Source: an optimization exercise on an open RTL-to-GDS flow (aim: small area and a short achievable clock period). Production flows keep margins and buffers that such runs may drop. No functional check of the RTL was part of this run. Power and IR drop assume default switching activity.

==> flow/run.sh <==
#!/bin/bash
# The standard layout (standard.sh: the standard flow's synthesis and ORFS flow) with these make settings:
# the port buffers are plain buffers (buf_2) instead of the delay buffer that buffer_ports
# picks by default. All output goes to standard.log in the work folder; ORFS also keeps its
# per-step logs under orfs/logs.
set -euo pipefail
bash standard.sh BUFFER_PORTS_ARGS="-buffer_cell sky130_fd_sc_hd__buf_2"  finish > standard.log 2>&1
==> standard.sh <==
#!/bin/bash
# synth_recipe.tcl (not shown) runs the flow's synth.tcl, then flattens the netlist and writes it again
# the make line also repeats each setting of config.mk as NAME=value (left out here)
make -C /OpenROAD-flow-scripts/flow DESIGN_CONFIG=/design/flow/config.mk WORK_HOME=/design/flow/orfs CLKGATE_MAP_FILE= SYNTH_SCRIPT=/design/flow/synth_recipe.tcl "${@:-finish}"
==> config.mk <==
export PLATFORM = sky130hd
export DESIGN_NAME = mac
export DESIGN_NICKNAME = mac
export VERILOG_FILES = /design/flow/design.v
export SDC_FILE = /design/flow/constraint.sdc
export NUM_CORES = 4
export LEC_CHECK = 0
export CAP_MARGIN = 20
export CORE_MARGIN = 2
export CORE_UTILIZATION = 70
export CTS_BUF_LIST = sky130_fd_sc_hd__clkbuf_8
export CTS_CLUSTER_SIZE = 30
export SETUP_SLACK_MARGIN = 3.6
export SLEW_MARGIN = 20
==> constraint.sdc <==
create_clock -name core_clock -period 6.0 [get_ports {clk}]
set_input_delay 1.2000 -clock core_clock [delete_from_list [all_inputs] [get_ports {clk}]]
set_output_delay 1.2000 -clock core_clock [all_outputs]
set_load 0.01 [all_outputs]
==> design.v <==
`default_nettype wire
`timescale 1 ns / 1 ps
parameter STEP    = 10;
parameter DWIDTH  = 16;
parameter LWIDTH  = 16;
parameter WAVSIZE = 16;
parameter CORE    = 4;
parameter CORELOG = 2;
parameter NETSIZE = 10;
module mac
  ( input                       clk
  , input                       xrst
  , input                       out_en
  , input                       accum_we
  , input                       reset
  , input  signed [DWIDTH-1:0]  x
  , input  signed [DWIDTH-1:0]  w
  , output signed [DWIDTH-1:0]  y
  );
  reg v0, v1, v2;
  always @(posedge clk) begin
    v0 <= xrst;
    v1 <= xrst & v0;
    v2 <= xrst & v1;
  end
  reg [15:0] xr;
  always @(posedge clk) xr <= x;
  reg [7:0] neg, one, two;
  integer i;
  wire [16:0] we = {w, 1'b0};
  always @(posedge clk)
    for (i = 0; i < 8; i = i + 1) begin
      neg[i] <= we[2*i+2];
      one[i] <= we[2*i+1] ^ we[2*i];
      two[i] <= (we[2*i+2] & ~we[2*i+1] & ~we[2*i]) | (~we[2*i+2] & we[2*i+1] & we[2*i]);
    end
  wire [17:0] xe = {xr[15], xr, 1'b0};
  wire neg0 = neg[0];
  wire [16:0] pp0 = ({17{one[0]}} & xe[17:1] | {17{two[0]}} & xe[16:0]) ^ {17{neg[0]}};
  wire npp0 = ~pp0[16];
  wire neg1 = neg[1];
  wire [16:0] pp1 = ({17{one[1]}} & xe[17:1] | {17{two[1]}} & xe[16:0]) ^ {17{neg[1]}};
  wire npp1 = ~pp1[16];
  wire neg2 = neg[2];
  wire [16:0] pp2 = ({17{one[2]}} & xe[17:1] | {17{two[2]}} & xe[16:0]) ^ {17{neg[2]}};
  wire npp2 = ~pp2[16];
  wire neg3 = neg[3];
  wire [16:0] pp3 = ({17{one[3]}} & xe[17:1] | {17{two[3]}} & xe[16:0]) ^ {17{neg[3]}};
  wire npp3 = ~pp3[16];
  wire neg4 = neg[4];
  wire [16:0] pp4 = ({17{one[4]}} & xe[17:1] | {17{two[4]}} & xe[16:0]) ^ {17{neg[4]}};
  wire npp4 = ~pp4[16];
  wire neg5 = neg[5];
  wire [16:0] pp5 = ({17{one[5]}} & xe[17:1] | {17{two[5]}} & xe[16:0]) ^ {17{neg[5]}};
  wire npp5 = ~pp5[16];
  wire neg6 = neg[6];
  wire [16:0] pp6 = ({17{one[6]}} & xe[17:1] | {17{two[6]}} & xe[16:0]) ^ {17{neg[6]}};
  wire npp6 = ~pp6[16];
  wire neg7 = neg[7];
  wire [16:0] pp7 = ({17{one[7]}} & xe[17:1] | {17{two[7]}} & xe[16:0]) ^ {17{neg[7]}};
  wire npp7 = ~pp7[16];
  wire s1;
  wire c2;
  wire s3;
  wire c4;
  wire s5;
  wire c6;
  wire s7;
  wire c8;
  wire s9;
  wire c10;
  wire s11;
  wire c12;
  wire s13;
  wire c14;
  wire s15;
  wire c16;
  wire s17;
  wire c18;
  wire s19;
  wire c20;
  wire s21;
  wire c22;
  wire s23;
  wire c24;
  wire s25;
  wire c26;
  wire s27;
  wire c28;
  wire s29;
  wire c30;
  wire s31;
  wire c32;
  wire s33;
  wire c34;
  wire s35;
  wire c36;
  wire s37;
  wire c38;
  wire s39;
  wire c40;
  wire s41;
  wire c42;
  wire s43;
  wire c44;
  wire s45;
  wire c46;
  wire s47;
  wire c48;
  wire s49;
  wire c50;
  wire s51;
  wire c52;
  wire s53;
  wire c54;
  wire s55;
  wire c56;
  wire s57;
  wire c58;
  wire s59;
  wire c60;
  wire s61;
  wire c62;
  wire s63;
  wire c64;
  wire s65;
  wire c66;
  wire s67;
  wire c68;
  wire s69;
  wire c70;
  wire s71;
  wire c72;
  wire s73;
  wire c74;
  wire s75;
  wire c76;
  wire s77;
  wire c78;
  wire s79;
  wire c80;
  wire s81;
  wire c82;
  wire s83;
  wire c84;
  wire s85;
  wire c86;
  wire s87;
  wire c88;
  wire s89;
  wire c90;
  wire s91;
  wire c92;
  wire s93;
  wire c94;
  wire s95;
  wire c96;
  wire s97;
  wire c98;
  wire s99;
  wire c100;
  wire s101;
  wire c102;
  wire s103;
  wire c104;
  wire s105;
  wire c106;
  wire s107;
  wire c108;
  wire s109;
  wire c110;
  wire s111;
  wire c112;
  wire s113;
  wire c114;
  wire s115;
  wire c116;
  wire s117;
  wire c118;
  wire s119;
  wire c120;
  wire s121;
  wire c122;
  wire s123;
  wire c124;
  wire s125;
  wire c126;
  wire s127;
  wire c128;
  wire s129;
  wire c130;
  wire s131;
  wire c132;
  wire s133;
  wire c134;
  wire s135;
  wire c136;
  wire s137;
  wire c138;
  wire s139;
  wire c140;
  wire s141;
  wire c142;
  wire s143;
  wire c144;
  wire s145;
  wire c146;
  wire s147;
  wire c148;
  wire s149;
  wire c150;
  wire s151;
  wire c152;
  wire s153;
  wire c154;
  wire s155;
  wire c156;
  wire s157;
  wire c158;
  wire s159;
  wire c160;
  wire s161;
  wire c162;
  wire s163;
  wire c164;
  wire s165;
  wire c166;
  wire s167;
  wire c168;
  wire s169;
  wire c170;
  wire s171;
  wire c172;
  wire s173;
  wire c174;
  wire s175;
  wire c176;
  wire s177;
  wire c178;
  wire s179;
  wire c180;
  wire s181;
  wire c182;
  wire s183;
  wire c184;
  wire s185;
  wire c186;
  wire s187;
  wire c188;
  wire s189;
  wire c190;
  wire s191;
  wire c192;
  wire s193;
  wire c194;
  wire s195;
  wire c196;
  assign s1 = pp0[6] ^ pp1[4];  assign c2 = pp0[6] & pp1[4];
  assign s3 = pp0[7] ^ pp1[5];  assign c4 = pp0[7] & pp1[5];
  assign s5 = pp0[4] ^ pp1[2];  assign c6 = pp0[4] & pp1[2];
  assign s7 = pp0[5] ^ pp1[3];  assign c8 = pp0[5] & pp1[3];
  assign s9 = pp2[2] ^ pp3[0] ^ neg3;  assign c10 = pp2[2] ^ pp3[0] ? neg3 : pp2[2];
  assign s11 = pp2[3] ^ pp3[1] ^ s3;  assign c12 = pp2[3] ^ pp3[1] ? s3 : pp2[3];
  assign s13 = pp0[2] ^ pp1[0];  assign c14 = pp0[2] & pp1[0];
  assign s15 = pp0[3] ^ pp1[1];  assign c16 = pp0[3] & pp1[1];
  assign s17 = pp2[0] ^ neg2 ^ s5;  assign c18 = pp2[0] ^ neg2 ? s5 : pp2[0];
  assign s19 = pp2[1] ^ s7 ^ c6;  assign c20 = pp2[1] ^ s7 ? c6 : pp2[1];
  assign s21 = s1 ^ s9 ^ c8;  assign c22 = s1 ^ s9 ? c8 : s1;
  assign s23 = c2 ^ s11 ^ c10;  assign c24 = c2 ^ s11 ? c10 : c2;
  wire [7:0] lo_a = {s23, s21, s19, s17, s15, neg1, pp0[1], pp0[0]};
  wire [7:0] lo_b = {c22, c20, c18, c16, c14, s13, 1'b0, neg0};
  wire [8:0] lo_sum = lo_a + lo_b;
  wire lo_zero = &(~((lo_a ^ lo_b) ^ {lo_a[6:0] | lo_b[6:0], 1'b0}));
  assign s25 = pp0[8] ^ pp1[6] ^ pp2[4];  assign c26 = pp0[8] ^ pp1[6] ? pp2[4] : pp0[8];
  assign s27 = pp3[2] ^ pp4[0];  assign c28 = pp3[2] & pp4[0];
  assign s29 = pp0[9] ^ pp1[7];  assign c30 = pp0[9] & pp1[7];
  assign s31 = pp0[10] ^ pp1[8] ^ pp2[6];  assign c32 = pp0[10] ^ pp1[8] ? pp2[6] : pp0[10];
  assign s33 = pp0[11] ^ pp1[9];  assign c34 = pp0[11] & pp1[9];
  assign s35 = pp0[12] ^ pp1[10] ^ pp2[8];  assign c36 = pp0[12] ^ pp1[10] ? pp2[8] : pp0[12];
  assign s37 = pp3[6] ^ pp4[4];  assign c38 = pp3[6] & pp4[4];
  assign s39 = pp0[13] ^ pp1[11] ^ pp2[9];  assign c40 = pp0[13] ^ pp1[11] ? pp2[9] : pp0[13];
  assign s41 = pp3[7] ^ pp4[5];  assign c42 = pp3[7] & pp4[5];
  assign s43 = pp0[14] ^ pp1[12] ^ pp2[10];  assign c44 = pp0[14] ^ pp1[12] ? pp2[10] : pp0[14];
  assign s45 = pp3[8] ^ pp4[6] ^ pp5[4];  assign c46 = pp3[8] ^ pp4[6] ? pp5[4] : pp3[8];
  assign s47 = pp6[2] ^ pp7[0];  assign c48 = pp6[2] & pp7[0];
  assign s49 = pp0[15] ^ pp1[13] ^ pp2[11];  assign c50 = pp0[15] ^ pp1[13] ? pp2[11] : pp0[15];
  assign s51 = pp3[9] ^ pp4[7] ^ pp5[5];  assign c52 = pp3[9] ^ pp4[7] ? pp5[5] : pp3[9];
  assign s53 = pp6[3] ^ pp7[1];  assign c54 = pp6[3] & pp7[1];
  assign s55 = npp0 ^ pp1[14] ^ pp2[12];  assign c56 = npp0 ^ pp1[14] ? pp2[12] : npp0;
  assign s57 = pp3[10] ^ pp4[8] ^ pp5[6];  assign c58 = pp3[10] ^ pp4[8] ? pp5[6] : pp3[10];
  assign s59 = pp6[4] ^ pp7[2] ^ 1'b1;  assign c60 = pp6[4] ^ pp7[2] ? 1'b1 : pp6[4];
  assign s61 = pp1[15] ^ pp2[13] ^ pp3[11];  assign c62 = pp1[15] ^ pp2[13] ? pp3[11] : pp1[15];
  assign s63 = pp4[9] ^ pp5[7] ^ pp6[5];  assign c64 = pp4[9] ^ pp5[7] ? pp6[5] : pp4[9];
  assign s65 = pp7[3] ^ 1'b1;  assign c66 = pp7[3] & 1'b1;
  assign s67 = npp1 ^ pp2[14] ^ pp3[12];  assign c68 = npp1 ^ pp2[14] ? pp3[12] : npp1;
  assign s69 = pp4[10] ^ pp5[8] ^ pp6[6];  assign c70 = pp4[10] ^ pp5[8] ? pp6[6] : pp4[10];
  assign s71 = pp2[15] ^ pp3[13] ^ pp4[11];  assign c72 = pp2[15] ^ pp3[13] ? pp4[11] : pp2[15];
  assign s73 = pp5[9] ^ pp6[7];  assign c74 = pp5[9] & pp6[7];
  assign s75 = npp2 ^ pp3[14] ^ pp4[12];  assign c76 = npp2 ^ pp3[14] ? pp4[12] : npp2;
  assign s77 = pp3[15] ^ pp4[13];  assign c78 = pp3[15] & pp4[13];
  assign s79 = neg4 ^ c4 ^ c12;  assign c80 = neg4 ^ c4 ? c12 : neg4;
  assign s81 = pp2[5] ^ pp3[3] ^ pp4[1];  assign c82 = pp2[5] ^ pp3[3] ? pp4[1] : pp2[5];
  assign s83 = s29 ^ c26;  assign c84 = s29 & c26;
  assign s85 = pp3[4] ^ pp4[2] ^ pp5[0];  assign c86 = pp3[4] ^ pp4[2] ? pp5[0] : pp3[4];
  assign s87 = neg5 ^ s31 ^ c30;  assign c88 = neg5 ^ s31 ? c30 : neg5;
  assign s89 = pp2[7] ^ pp3[5] ^ pp4[3];  assign c90 = pp2[7] ^ pp3[5] ? pp4[3] : pp2[7];
  assign s91 = pp5[1] ^ s33 ^ c32;  assign c92 = pp5[1] ^ s33 ? c32 : pp5[1];
  assign s93 = pp5[2] ^ pp6[0] ^ neg6;  assign c94 = pp5[2] ^ pp6[0] ? neg6 : pp5[2];
  assign s95 = s35 ^ s37 ^ c34;  assign c96 = s35 ^ s37 ? c34 : s35;
  assign s97 = pp5[3] ^ pp6[1] ^ s39;  assign c98 = pp5[3] ^ pp6[1] ? s39 : pp5[3];
  assign s99 = s41 ^ c36 ^ c38;  assign c100 = s41 ^ c36 ? c38 : s41;
  assign s101 = neg7 ^ s43 ^ s45;  assign c102 = neg7 ^ s43 ? s45 : neg7;
  assign s103 = s47 ^ c40 ^ c42;  assign c104 = s47 ^ c40 ? c42 : s47;
  assign s105 = s49 ^ s51 ^ s53;  assign c106 = s49 ^ s51 ? s53 : s49;
  assign s107 = c44 ^ c46 ^ c48;  assign c108 = c44 ^ c46 ? c48 : c44;
  assign s109 = s55 ^ s57 ^ s59;  assign c110 = s55 ^ s57 ? s59 : s55;
  assign s111 = c50 ^ c52 ^ c54;  assign c112 = c50 ^ c52 ? c54 : c50;
  assign s113 = s61 ^ s63 ^ s65;  assign c114 = s61 ^ s63 ? s65 : s61;
  assign s115 = c56 ^ c58 ^ c60;  assign c116 = c56 ^ c58 ? c60 : c56;
  assign s117 = pp7[4] ^ s67 ^ s69;  assign c118 = pp7[4] ^ s67 ? s69 : pp7[4];
  assign s119 = c62 ^ c64 ^ c66;  assign c120 = c62 ^ c64 ? c66 : c62;
  assign s121 = pp7[5] ^ 1'b1 ^ s71;  assign c122 = pp7[5] ^ 1'b1 ? s71 : pp7[5];
  assign s123 = s73 ^ c68 ^ c70;  assign c124 = s73 ^ c68 ? c70 : s73;
  assign s125 = pp5[10] ^ pp6[8] ^ pp7[6];  assign c126 = pp5[10] ^ pp6[8] ? pp7[6] : pp5[10];
  assign s127 = s75 ^ c72 ^ c74;  assign c128 = s75 ^ c72 ? c74 : s75;
  assign s129 = pp5[11] ^ pp6[9] ^ pp7[7];  assign c130 = pp5[11] ^ pp6[9] ? pp7[7] : pp5[11];
  assign s131 = 1'b1 ^ s77 ^ c76;  assign c132 = 1'b1 ^ s77 ? c76 : 1'b1;
  assign s133 = npp3 ^ pp4[14] ^ pp5[12];  assign c134 = npp3 ^ pp4[14] ? pp5[12] : npp3;
  assign s135 = pp6[10] ^ pp7[8] ^ c78;  assign c136 = pp6[10] ^ pp7[8] ? c78 : pp6[10];
  assign s137 = c24 ^ s25;  assign c138 = c24 & s25;
  assign s139 = c28 ^ s81 ^ s83;  assign c140 = c28 ^ s81 ? s83 : c28;
  assign s141 = s85 ^ s87 ^ c82;  assign c142 = s85 ^ s87 ? c82 : s85;
  assign s143 = s89 ^ s91 ^ c86;  assign c144 = s89 ^ s91 ? c86 : s89;
  assign s145 = s93 ^ s95 ^ c90;  assign c146 = s93 ^ s95 ? c90 : s93;
  assign s147 = s97 ^ s99 ^ c94;  assign c148 = s97 ^ s99 ? c94 : s97;
  assign s149 = s101 ^ s103 ^ c98;  assign c150 = s101 ^ s103 ? c98 : s101;
  assign s151 = s105 ^ s107 ^ c102;  assign c152 = s105 ^ s107 ? c102 : s105;
  assign s153 = s109 ^ s111 ^ c106;  assign c154 = s109 ^ s111 ? c106 : s109;
  assign s155 = s113 ^ s115 ^ c110;  assign c156 = s113 ^ s115 ? c110 : s113;
  assign s157 = s117 ^ s119 ^ c114;  assign c158 = s117 ^ s119 ? c114 : s117;
  assign s159 = s121 ^ s123 ^ c118;  assign c160 = s121 ^ s123 ? c118 : s121;
  assign s161 = s125 ^ s127 ^ c122;  assign c162 = s125 ^ s127 ? c122 : s125;
  assign s163 = s129 ^ s131 ^ c126;  assign c164 = s129 ^ s131 ? c126 : s129;
  assign s165 = s133 ^ s135 ^ c130;  assign c166 = s133 ^ s135 ? c130 : s133;
  reg lo_c, lo_z;
  reg t8_0;
  reg t8_1;
  reg t8_2;
  reg t9_0;
  reg t9_1;
  reg t9_2;
  reg t10_0;
  reg t10_1;
  reg t10_2;
  reg t11_0;
  reg t11_1;
  reg t11_2;
  reg t12_0;
  reg t12_1;
  reg t12_2;
  reg t13_0;
  reg t13_1;
  reg t13_2;
  reg t14_0;
  reg t14_1;
  reg t14_2;
  reg t15_0;
  reg t15_1;
  reg t15_2;
  reg t16_0;
  reg t16_1;
  reg t16_2;
  reg t17_0;
  reg t17_1;
  reg t17_2;
  reg t18_0;
  reg t18_1;
  reg t18_2;
  reg t19_0;
  reg t19_1;
  reg t19_2;
  reg t20_0;
  reg t20_1;
  reg t20_2;
  reg t21_0;
  reg t21_1;
  reg t21_2;
  reg t22_0;
  reg t22_1;
  reg t22_2;
  always @(posedge clk) begin
    lo_c <= lo_sum[8];
    lo_z <= lo_zero;
    t8_0 <= s27;
    t8_1 <= s79;
    t8_2 <= s137;
    t9_0 <= c80;
    t9_1 <= s139;
    t9_2 <= c138;
    t10_0 <= c84;
    t10_1 <= s141;
    t10_2 <= c140;
    t11_0 <= c88;
    t11_1 <= s143;
    t11_2 <= c142;
    t12_0 <= c92;
    t12_1 <= s145;
    t12_2 <= c144;
    t13_0 <= c96;
    t13_1 <= s147;
    t13_2 <= c146;
    t14_0 <= c100;
    t14_1 <= s149;
    t14_2 <= c148;
    t15_0 <= c104;
    t15_1 <= s151;
    t15_2 <= c150;
    t16_0 <= c108;
    t16_1 <= s153;
    t16_2 <= c152;
    t17_0 <= c112;
    t17_1 <= s155;
    t17_2 <= c154;
    t18_0 <= c116;
    t18_1 <= s157;
    t18_2 <= c156;
    t19_0 <= c120;
    t19_1 <= s159;
    t19_2 <= c158;
    t20_0 <= c124;
    t20_1 <= s161;
    t20_2 <= c160;
    t21_0 <= c128;
    t21_1 <= s163;
    t21_2 <= c162;
    t22_0 <= c132;
    t22_1 <= s165;
    t22_2 <= c164;
  end
  assign s167 = t8_0 ^ t8_1;  assign c168 = t8_0 & t8_1;
  assign s169 = t9_0 ^ t9_1 ^ t9_2;  assign c170 = t9_0 ^ t9_1 ? t9_2 : t9_0;
  assign s171 = t10_0 ^ t10_1 ^ t10_2;  assign c172 = t10_0 ^ t10_1 ? t10_2 : t10_0;
  assign s173 = t11_0 ^ t11_1 ^ t11_2;  assign c174 = t11_0 ^ t11_1 ? t11_2 : t11_0;
  assign s175 = t12_0 ^ t12_1 ^ t12_2;  assign c176 = t12_0 ^ t12_1 ? t12_2 : t12_0;
  assign s177 = t13_0 ^ t13_1 ^ t13_2;  assign c178 = t13_0 ^ t13_1 ? t13_2 : t13_0;
  assign s179 = t14_0 ^ t14_1 ^ t14_2;  assign c180 = t14_0 ^ t14_1 ? t14_2 : t14_0;
  assign s181 = t15_0 ^ t15_1 ^ t15_2;  assign c182 = t15_0 ^ t15_1 ? t15_2 : t15_0;
  assign s183 = t16_0 ^ t16_1 ^ t16_2;  assign c184 = t16_0 ^ t16_1 ? t16_2 : t16_0;
  assign s185 = t17_0 ^ t17_1 ^ t17_2;  assign c186 = t17_0 ^ t17_1 ? t17_2 : t17_0;
  assign s187 = t18_0 ^ t18_1 ^ t18_2;  assign c188 = t18_0 ^ t18_1 ? t18_2 : t18_0;
  assign s189 = t19_0 ^ t19_1 ^ t19_2;  assign c190 = t19_0 ^ t19_1 ? t19_2 : t19_0;
  assign s191 = t20_0 ^ t20_1 ^ t20_2;  assign c192 = t20_0 ^ t20_1 ? t20_2 : t20_0;
  assign s193 = t21_0 ^ t21_1 ^ t21_2;  assign c194 = t21_0 ^ t21_1 ? t21_2 : t21_0;
  assign s195 = t22_0 ^ t22_1 ^ t22_2;  assign c196 = t22_0 ^ t22_1 ? t22_2 : t22_0;
  wire [14:0] ha = {s195, s193, s191, s189, s187, s185, s183, s181, s179, s177, s175, s173, s171, s169, t8_2};
  wire [14:0] hb = {c194, c192, c190, c188, c186, c184, c182, c180, c178, c176, c174, c172, c170, c168, s167};
  wire [15:0] phs = {ha, 1'b1} + {hb, lo_c};
  wire [14:0] ph = phs[15:1];
  wire [14:0] p15 = ph;
  wire zz = lo_z;
  wire dec = p15[14] & lo_z;
  reg [14:0] phr;
  reg zr;
  always @(posedge clk) begin
    phr <= p15;
    zr <= zz;
  end
  wire decr = phr[14] & zr;
  wire [15:0] q16 = {phr[14], phr};
  wire [15:0] acc = {acch, accl};
  wire [15:0] ts = ~(acc ^ q16);
  wire [15:0] tc = {acc[14:0] | q16[14:0], ~decr};
  reg [11:0] acch;
  reg [3:0] accl;
  reg [2:0] acck;
  reg [15:0] yr;
  wire [4:0] sum0 = ts[3:0] + tc[3:0];
  wire [5:0] sumc1 = {ts[7:4], 1'b1} + {tc[7:4], acck[0]};
  wire [5:0] sumc2 = {ts[11:8], 1'b1} + {tc[11:8], acck[1]};
  wire [5:0] sumc3 = {ts[15:12], 1'b1} + {tc[15:12], acck[2]};
  always @(posedge clk)
    if (!xrst | reset) begin
      acch <= 0;
      accl <= 0;
      acck <= 0;
    end else if (accum_we & v2) begin
      accl <= sum0[3:0];
      acch <= {sumc3[4:1], sumc2[4:1], sumc1[4:1]};
      acck <= {sumc2[5], sumc1[5], sum0[4]};
    end
  wire [15:0] accy = {acch, accl} + {3'd0, acck[2], 3'd0, acck[1], 3'd0, acck[0], 4'd0};
  always @(posedge clk)
    if (!xrst)
      yr <= 0;
    else if (out_en)
      yr <= accy;
  assign y = yr;
endmodule
==> run notes <==
==> per-stage QoR <==
step | instances | util, % | setup slack (ps)
after detailed placement | 1261 | 72.1 | 3130
after floorplan | 1089 | - | 3600
final | 1359 | 80.2 | 3590
after global routing | 1359 | 80.2 | 3490
after global placement | 1261 | 72.1 | 3230
after CTS | 1295 | 75.8 | 3600
==> sequential cells by signal, summed over array words and instances, names as in the netlist, 3 cells and up <==
signal  flops
acch       12
acck        3
accl        4
neg         8
one         8
phr        15
two         8
xr         16
yr         16
==> cell families (layout without fill, tap and decap cells) <==
family                     after synthesis  in the layout  share of synthesized area, %
DFF                                    141            141                          27.4
and+or+nand+nor                        129            129                          5.70
AOI/OAI and AO/OA                      212            212                          15.0
muxes                                   11             11                          1.09
xor gates and xnor gates               306            306                          27.2
buffers and inverters                  144            230                          6.60
adders and majority gates              146            146                          17.0
==> worst paths after layout <==
kind | start | end | slack, ps | depth (start not counted)
setup / recovery | xr[6] | lo_z | 3590 | 8
hold / removal | lo_z | zr | 420 | 0
setup reg to reg | xr[6] | lo_z | 3590 | 8
hold reg to reg | lo_z | zr | 420 | 0
==> synth_stat cells, types with 4 or more instances <==
master	instances	area share [%]
o21ai_0	24	1.2
a21oi_1	39	1.9
buf_2	24	1.2
a22oi_1	89	6.5
inv_1	77	2.8
a22oi_4	4	0.82
a211oi_1	13	0.95
xnor2_1	243	21
xnor2_2	11	1.7
a31oi_1	4	0.24
nand2_1	46	1.7
a22oi_2	11	1.3
a21o_1	18	1.3
xor2_1	48	4.1
clkbuf_1	19	0.69
ha_1	81	9.8
nor2b_1	5	0.30
nand3b_1	7	0.51
dfxtp_1	141	27
buf_1	4	0.15
buf_6	10	1.1
nor2_1	42	1.5
maj3_2	18	2.0
buf_4	9	0.66
mux2i_1	9	0.87
fa_1	7	1.4
maj3_1	40	3.9
nand2b_1	8	0.49
nand3_1	4	0.19
==> what timing repair did <==
item | 4_1_cts | 5_1_grt
hold buffers | 0 | 0
resized for setup | 51 | 36
pin swaps | 2 | 11
buffers inserted | 2 | 64
setup endpoints to repair | 22 | 12
==> power breakdown <==
group / switching, mW / internal (mW)
clock network: 0.415 / 0.396
logic: 1.76 / 1.84
registers: 0.197 / 1.22
total: 2.37 / 3.45
==> layer usage <==
layer  GRT usage, %  share of wire (%)  wire [um]  vias up
met5              0                  0          0        -
met1           30.7                 41       8930     3591
li1               -                  -          -     3818
met4           9.74                2.9        631        0
met2           46.8                 51      11100      232
met3           5.82                4.5        980       63
==> critical path, stage by stage, from the launching register on <==
cell,delay (ps)
dfxtp_4,400
a22oi_1,260
xnor2_1,100
ha_1,330
maj3_1,400
ha_4,290
xor2_1,140
nand4_1,140
nor4_2,250
==> layout make-up <==
type	count	area share, %
Clock buffer	18	2.13
Clock inverter	14	1.51
Inverter	77	2.49
Multi-Input combinational cell	804	60.0
Sequential cell	141	25.2
Tap cell	184	1.98
Timing Repair Buffer	121	6.72
==> impl_metrics.toml <==
[setup_path]
cp-end-kind = "register"
cp-start-kind = "register"
critPathRequiredTime_ps = 6370
worstSetupPathType = "reg2reg"
crit_arrival_ps = 2780
path_max_fanout = 11

[synthesis]
synthDistinctLibCells = 48
postSynthRegisterBits = 141
synthArstFlopShare_pct = 0
synth_ff_type = "dfxtp_1"
syn_area_mm2 = 0.0103
synth_edf_count = 0
syn_area_per_cell_um2 = 9.47
synth_nets = 1214
yosysWarnings = 1
postSynthCellCount = 1089
ys_seq_area_share_pct = 27.4

[worst_hold_path]
holdCritPathClass = "reg2reg"

[final_layout]
multi_input_area_mm2 = 0.00697
layout_common_cells = "xnor2_1, dfxtp_1, a22oi_1, ha_1, inv_1"
syn_to_final_growth_pct = 12.6
seqCellArea_mm2 = 0.00292
drive_gt1_share_pct = 22.4
diodes = 0
postLayoutCellArea_mm2 = 0.0116
final_nets = 1287
fillers = 939
layout_commonest_cell = "xnor2_1"

[detailed_routing]
first_pass_iters = 5
drtAntennaViolNets = 0
route.final.wire_length_mm = 21.7
via_per_inst = 5.67
drc = 0
drt_iter0_drc = 440
wire_per_inst_um = 15.9
vias = 7704

[power]
vdd.ir_drop.worst_v = 0.000228
power_mw = 5.82
p_per_area_mw_per_mm2 = 501
p_leak_nw = 4.82

[timing]
worstMarginPinSlew_ps = 819
maxSlewViolCount = 0
period_share_pct = 40.1
maxSlewHeadroom_pct = 45.2
rsz0062_at_grt = "true"
clock.fmax_mhz = 415
holdWs_ps = 417
layout_min_cycle_time_ps = 2410
hold_viol_final = 0
clock_skew_ps = 10.4
setup_viol = 0
finalSetupTns_ps = 0

[floorplan]
start_util_pct = 71.2
die_y_um = 125
pin_count = 53
die_w_um = 125
rows = 44
die_area_mm2 = 0.0157
core-area_mm2 = 0.0145

[grt]
grt_max_degree = 25
grt_pass1_wl_mm = 33.8
antenna_found_initial = 0
grt_overflow = 0
first_global_vias = 7159
grtUsageTotal_pct = 26.2

[place]
place_area_mm2 = 0.0104
gp_congestion = 0.876
io_buffers = 52
dp_hpwl_mm = 14.9

[clock_tree]
cts_buffers = 17
cts_root_buf = "clkbuf_8"
htreeDepth = 4
clockBufferDepth = 2
cts_tree = "yes"
clkTransAtPathRegs_ps = 90
clkLatencyLatePin_ps = 460
cts_sinks = 141

[status]
status = "timing/DRC/antenna clean"

[flow_run]
drv_cap = 0

==> static timing again, ports no longer ideal <==
How much do the figures lean on ideal ports? The routed layout below was timed once more, with nothing changed but the port constraints. Step 1 (the two cells are an assumption about what drives the block):
set clk [get_ports {clk}]
set_driving_cell -lib_cell sky130_fd_sc_hd__clkbuf_16 $clk
set_driving_cell -lib_cell sky130_fd_sc_hd__buf_2 [delete_from_list [all_inputs] $clk]
Step 2 moves the port delays by t, midway between the first and last clock arrival at a register: inputs arrive t later, outputs are due t later. That takes back most of the time a late clock gives input paths. a / b / c = no drivers / after step 1 / after step 2; a / b = the first two.
shift t [ns]: 0.497
slack for setup (ns): 3.592 / 3.592 / 3.469
worst setup path after step 2: input to register
latest minus earliest clock arrival (ns): 0.011 / 0.011
After both steps setup and hold are still met in this run. The setup slack of this run moves by 0.000 ns with the drivers and by -0.123 ns with both steps.
